This design comes from an exercise in tuning for small area and a short achievable clock period on the open sky130 flow, not from production work. The RTL was checked by simulation tests, not by an equivalence proof against the original design. Power figures rest on the tool's default switching activity, not on a simulated workload.

## Tensor_Crossbar_Array_4m4n4k
module Tensor_Crossbar_Array_4m4n4k(
    input wire clk,
    input wire rst,
    input wire start,
    input wire [15:0] cin_M_0, input wire [15:0] cin_M_1,
    input wire [15:0] cin_M_2, input wire [15:0] cin_M_3,
    input wire [15:0] cin_N_0, input wire [15:0] cin_N_1,
    input wire [15:0] cin_N_2, input wire [15:0] cin_N_3,
    input wire [15:0] cin_K_0, input wire [15:0] cin_K_1,
    input wire [15:0] cin_K_2, input wire [15:0] cin_K_3,
    output wire [15:0] data_out_col_0,
    output wire [15:0] data_out_col_1,
    output wire [15:0] data_out_col_2,
    output wire [15:0] data_out_col_3
);
For scale: about 1,700 cells after synthesis, about 370 flip-flops.
Settings: LEC_CHECK=0, CAP_MARGIN=20, CORE_MARGIN=2, CORE_UTILIZATION=60, CTS_BUF_LIST=sky130_fd_sc_hd__clkbuf_8, SETUP_SLACK_MARGIN=2.7, SLEW_MARGIN=20; clock period 5.0 ns.
run.sh (not shown) runs the stock make flow with config.mk's settings and CLKGATE_MAP_FILE= SYNTH_SCRIPT=/design/flow/synth_recipe.tcl, a recipe that flattens the netlist after the stock synthesis.
The first run completed with no timing, DRC or antenna violations.
Change:
==> flow/flow/run.sh (new file) <==
#!/bin/bash
# Standard layout, with the port buffers made from the smallest plain buffer
# (buf_1) instead of the delay buffer buffer_ports picks on its own, and with
# the resizer free to change a cell's footprint when it resizes it.
set -o pipefail
cp standard.sh standard_sh.txt
export BUFFER_PORTS_ARGS="-buffer_cell sky130_fd_sc_hd__buf_1"
bash standard.sh MATCH_CELL_FOOTPRINT=0 finish > standard_flow.log 2>&1
==> flow/standard.sh (new file) <==
#!/bin/bash
# synth_recipe.tcl (not shown) runs the flow's synth.tcl, then flattens the netlist and writes it again
# the make line also repeats each setting of config.mk as NAME=value (left out here)
make -C /OpenROAD-flow-scripts/flow DESIGN_CONFIG=/design/flow/config.mk WORK_HOME=/design/flow/orfs CLKGATE_MAP_FILE= SYNTH_SCRIPT=/design/flow/synth_recipe.tcl "${@:-finish}"
--- a/flow/config.mk
+++ b/flow/config.mk
@@ -10,2 +10,4 @@
-export CORE_UTILIZATION = 60
-export CTS_BUF_LIST = sky130_fd_sc_hd__clkbuf_8
+export CORE_UTILIZATION = 65
+export CTS_BUF_LIST = sky130_fd_sc_hd__clkbuf_16
+export CTS_CLUSTER_DIAMETER = 80
+export CTS_CLUSTER_SIZE = 24
removed: flow/run.sh
What happened:
- The changed run finished with timing, DRC and antenna clean
- utilization went down by 1.6 points
- power falls by about 8%
- sequential share of layout area grows by 4.8 points
- via count decreases by 3.3%
- cell area fell by about 10%
- global-route usage drops by 0.49 points
- first-iteration DRC count grows by 13%
- die area went down by 7.5%
- maximum frequency barely changes
- combinational power goes down by 4.1%
Change:
--- a/flow/config.mk
+++ b/flow/config.mk
@@ -10 +10 @@
-export CORE_UTILIZATION = 65
+export CORE_UTILIZATION = 60
@@ -12,2 +12,2 @@
-export CTS_CLUSTER_DIAMETER = 80
-export CTS_CLUSTER_SIZE = 24
+export CTS_CLUSTER_DIAMETER = 100
+export CTS_CLUSTER_SIZE = 30
What happened: Maximum frequency fell by 0.43%. Cell area rose by 0.63%. Core utilization fell by 5.8 points. Synthesized area is unchanged. Critical path depth rose by 4. Count of clock-buffer cells in the layout fell by 2. Final cell count rose by 2.7%. Sequential power is about the same. Routed wire length rose by 5.1%. Worst hold slack gains 0.0030 ns.
Change:
--- a/flow/config.mk
+++ b/flow/config.mk
@@ -12,2 +12,2 @@
-export CTS_CLUSTER_DIAMETER = 100
-export CTS_CLUSTER_SIZE = 30
+export CTS_CLUSTER_DIAMETER = 80
+export CTS_CLUSTER_SIZE = 24
Outcome: Clock skew rose by 0.0097 ns. Clock-buffer cell count rose by 2. Fmax rose slightly. Flip-flop and latch count stays the same. Setup slack gets better by 0.011 ns. Wire length is about the same. Critical path depth rose by 2. Final area rose slightly. Power rose slightly. Die area does not change.
Change:
--- a/flow/config.mk
+++ b/flow/config.mk
@@ -11,4 +11,2 @@
-export CTS_BUF_LIST = sky130_fd_sc_hd__clkbuf_16
-export CTS_CLUSTER_DIAMETER = 80
-export CTS_CLUSTER_SIZE = 24
-export SETUP_SLACK_MARGIN = 2.7
+export CTS_BUF_LIST = sky130_fd_sc_hd__clkbuf_8
+export SETUP_SLACK_MARGIN = 2.85
=>
- The changed run completed without violations
- wire length grows by 4.6%
- critical path depth shrinks by 1
- design area grows by 5.8%
- fmax grows by 1.5%
Change:
==> flow/run.sh (new file) <==
#!/bin/bash
# synth_recipe.tcl (not shown) runs the flow's synth.tcl, then flattens the netlist and writes it again
# the make line also repeats each setting of config.mk as NAME=value (left out here)
make -C /OpenROAD-flow-scripts/flow DESIGN_CONFIG=/design/flow/config.mk WORK_HOME=/design/flow/orfs CLKGATE_MAP_FILE= SYNTH_SCRIPT=/design/flow/synth_recipe.tcl finish
--- a/flow/config.mk
+++ b/flow/config.mk
@@ -10,3 +10,2 @@
-export CORE_UTILIZATION = 60
-export CTS_BUF_LIST = sky130_fd_sc_hd__clkbuf_8
-export SETUP_SLACK_MARGIN = 2.85
+export CORE_UTILIZATION = 40
+export SETUP_SLACK_MARGIN = 3.0
removed: flow/flow/run.sh
removed: flow/standard.sh
Outcome: The changed run finished with timing, DRC and antenna clean; hold slack stays flat; area after synthesis is unchanged; worst setup slack is worse by 0.025 ns; design area rises by 12%; via count came out lower by 2.0%; power rises by 6.8%.

-- what the ideal ports hide --
The results above use ideal ports. As a check the final layouts listed here were re-extracted and re-timed, cells and wires unchanged.
Step 1 (the two cells are an assumption about what drives the block):
set clk [get_ports {clk}]
set_driving_cell -lib_cell sky130_fd_sc_hd__clkbuf_16 $clk
set_driving_cell -lib_cell sky130_fd_sc_hd__buf_2 [delete_from_list [all_inputs] $clk]
Step 2 also shifts input and output timing later by t, the mid clock arrival at the registers, as if the neighbouring blocks saw the same clock.
Slacks: ideal ports / drivers / drivers and shift; pairs: ideal ports / drivers.
run | t, ns | setup WS [ns] | worst setup path at the end | clock arrival spread, ns | cell pins on the clock port's net
the first run | 0.635 | 2.733 / 2.684 / 2.348 | input to register | 0.019 / 0.019 | 1
the second run | 0.585 | 2.728 / 2.674 / 2.473 | input to register | 0.034 / 0.033 | 1
the third run | 0.578 | 2.718 / 2.718 / 2.474 | input to register | 0.020 / 0.020 | 1
the fourth run | 0.583 | 2.729 / 2.729 / 2.465 | input to register | 0.030 / 0.031 | 1
the fifth run | 0.651 | 2.764 / 2.764 / 2.429 | input to register | 0.017 / 0.016 | 1
the sixth run | 0.617 | 2.739 / 2.739 / 2.457 | input to register | 0.032 / 0.031 | 1
After both steps every run listed still meets setup and hold. The setup slack of the first run, which loses most, moves by -0.049 ns with the drivers and by -0.385 ns with both steps.
